What follows belongs to an exercise in optimizing a design on an open flow for small area and a short achievable clock period; a production flow would make more cautious choices.
Function was checked by simulation only, so behaviour that the tests miss may differ from the original.
No activity file was given, so power comes from the tool's default toggle rates.

## job 101
==> flow/design.v <==
`timescale 1ns / 1ps
module top(clk, reset, imem_addr, imem_data, dmem_addr, dmem_wdata, dmem_we, dmem_rdata, writed);
    input clk, reset;
    output [8:0] imem_addr;
    input [31:0] imem_data;
    output [31:0] dmem_addr, dmem_wdata;
    output dmem_we;
    input [31:0] dmem_rdata;
    output [31:0] writed;
    reg [6:0] pc;
    always @(posedge clk) begin
        if (reset) pc <= 7'd0;
        else pc <= pc + 7'd1;
    end
    assign imem_addr = {pc, 2'b00};
    wire [5:0] f_op = imem_data[31:26];
    wire [5:0] f_fn = imem_data[5:0];
    wire f_r   = (f_op == 6'b000000);
    wire f_add = f_r && (f_fn == 6'b100000);
    wire f_sub = f_r && (f_fn == 6'b100010);
    wire f_and = f_r && (f_fn == 6'b100100);
    wire f_or  = f_r && (f_fn == 6'b100101);
    wire f_xor = f_r && (f_fn == 6'b100110);
    wire f_slt = f_r && (f_fn == 6'b101010);
    wire f_lw  = (f_op == 6'b100011);
    wire f_sw  = (f_op == 6'b101011);
    wire f_alu = f_add | f_sub | f_and | f_or | f_xor | f_slt;
    wire [4:0] f_rn = f_alu ? imem_data[15:11] : imem_data[20:16];
    wire f_wen = (f_alu | f_lw) && (f_rn != 5'd0);
    reg [4:0] d_rs, d_rt, d_rn;
    reg [15:0] d_imm;
    reg d_wen, d_lw, d_sw, d_inv, d_arith, d_and, d_or, d_xor, d_slt;
    always @(posedge clk) begin
        if (reset) begin
            d_wen <= 1'b0;
            d_sw <= 1'b0;
        end
        else begin
            d_wen <= f_wen;
            d_sw <= f_sw;
        end
        d_lw <= f_lw;
        d_inv <= f_sub | f_slt;
        d_arith <= f_add | f_sub | f_lw | f_sw;
        d_and <= f_and;
        d_or <= f_or;
        d_xor <= f_xor;
        d_slt <= f_slt;
        d_rs <= imem_data[25:21];
        d_rt <= imem_data[20:16];
        d_rn <= f_rn;
        d_imm <= imem_data[15:0];
    end
    reg [31:0] rf [1:31];
    reg [4:0] m_rn;
    reg m_wen, m_lw;
    reg [31:0] m_r;
    wire [31:0] m_val = m_lw ? dmem_rdata : m_r;
    genvar gi;
    generate
        for (gi = 1; gi < 32; gi = gi + 1) begin : g_rf
            always @(posedge clk)
                if (m_wen && m_rn == gi) rf[gi] <= m_val;
        end
    endgenerate
    reg [31:0] qa, qb;
    integer i;
    always @(*) begin
        qa = 32'h0;
        qb = 32'h0;
        for (i = 1; i < 32; i = i + 1) begin
            qa = qa | ({32{d_rs == i}} & rf[i]);
            qb = qb | ({32{d_rt == i}} & rf[i]);
        end
    end
    reg [4:0] e_rn;
    reg e_wen, e_lw;
    wire [31:0] e_r;
    wire fa_e = e_wen && !e_lw && d_rs == e_rn;
    wire fa_m = m_wen && d_rs == m_rn;
    wire fb_e = e_wen && !e_lw && d_rt == e_rn;
    wire fb_m = m_wen && d_rt == m_rn;
    wire [31:0] va = fa_e ? e_r : fa_m ? m_val : qa;
    wire [31:0] vb = fb_e ? e_r : fb_m ? m_val : qb;
    wire [31:0] d_immx = {{16{d_imm[15]}}, d_imm};
    wire d_aluimm = d_lw | d_sw;
    reg [31:0] e_a, e_b, e_s;
    reg e_sw, e_cin, e_arith, e_and, e_or, e_xor, e_slt;
    always @(posedge clk) begin
        if (reset) begin
            e_wen <= 1'b0;
            e_sw <= 1'b0;
        end
        else begin
            e_wen <= d_wen;
            e_sw <= d_sw;
        end
        e_lw <= d_lw;
        e_rn <= d_rn;
        e_cin <= d_inv;
        e_arith <= d_arith;
        e_and <= d_and;
        e_or <= d_or;
        e_xor <= d_xor;
        e_slt <= d_slt;
        e_a <= va;
        e_b <= d_aluimm ? d_immx : (d_inv ? ~vb : vb);
        e_s <= vb;
    end
    wire [32:0] e_sum = {1'b0, e_a} + {1'b0, e_b} + {32'h0, e_cin};
    wire [31:0] e_bt = e_b;    
    assign e_r = ({32{e_arith}} & e_sum[31:0])
               | ({32{e_and}} & (e_a & e_bt))
               | ({32{e_or}} & (e_a | e_bt))
               | ({32{e_xor}} & (e_a ^ e_bt))
               | {31'h0, e_slt & ~e_sum[32]};
    reg [31:0] m_s;
    reg m_sw;
    always @(posedge clk) begin
        if (reset) begin
            m_wen <= 1'b0;
            m_sw <= 1'b0;
        end
        else begin
            m_wen <= e_wen;
            m_sw <= e_sw;
        end
        m_lw <= e_lw;
        m_rn <= e_rn;
        m_r <= e_r;
        m_s <= e_s;
    end
    assign dmem_addr = m_r;
    assign dmem_wdata = m_s;
    assign dmem_we = m_sw;
    reg [31:0] w_r;
    always @(posedge clk) w_r <= m_val;
    assign writed = w_r;
endmodule
clock: 5.5 ns
lec_check: 0
abc_clock_period_in_ps: 2500
cap_margin: 20
core_margin: 2
core_utilization: 40
place_density: 0.6
setup_slack_margin: 2.5
slew_margin: 20
run.sh (not shown) runs the stock make flow with config.mk's settings and CLKGATE_MAP_FILE= SYNTH_SCRIPT=/design/flow/synth_recipe.tcl, a recipe that flattens the netlist after the stock synthesis.
For job 105, these inputs were changed with respect to job 101:
- ABC_CLOCK_PERIOD_IN_PS removed (was 2500)
- SETUP_SLACK_MARGIN removed (was 2.5)
==> comparison <==
Compared with job 101, in job 105 worst path arrival time climbed 1.84 ns; critical path depth dropped 1; share of the clock period used by the worst path climbed 32 points; worst setup slack dropped 1.78 ns.
The core of job 105 is less densely filled than that of job 101.
In the metrics for job 101 and job 105, the one carrying the lower global routing usage summed across all routing layers is job 105.
[job 105 vs job 101] relative contribution of the clock network to total power: higher in job 105
Run comparison: job 105 start point of the critical path d_rt[0]$_DFF_P_; job 101 start point of the critical path d_rt[4]$_DFF_P_
As of job 105, first-pass GRT wire length had fallen by a few percent compared to job 101.

## re-timing with driven ports
Ports are ideal in the flow. The routed layouts listed here were re-timed in OpenROAD.
Step 1 assumes that a clkbuf_16 drives the clock port and a buf_2 every other input.
Step 2 also shifts input and output timing later by t, the mid clock arrival at the registers, as if the neighbouring blocks saw the same clock.
Three values: ideal, step 1, step 2; two values: the first two.
run	t (ns)	setup slack, ns	clock arrival spread, ns	cell pins on the clock port's net
job 101	0.857	2.198 / 2.198 / 1.856	0.034 / 0.034	1
job 105	0.851	0.413 / 0.413 / 0.413	0.039 / 0.039	1
After both steps every run listed still meets setup and hold. For job 101, which loses most, drivers alone change the setup slack by 0.000 ns; drivers and shift together by -0.342 ns.
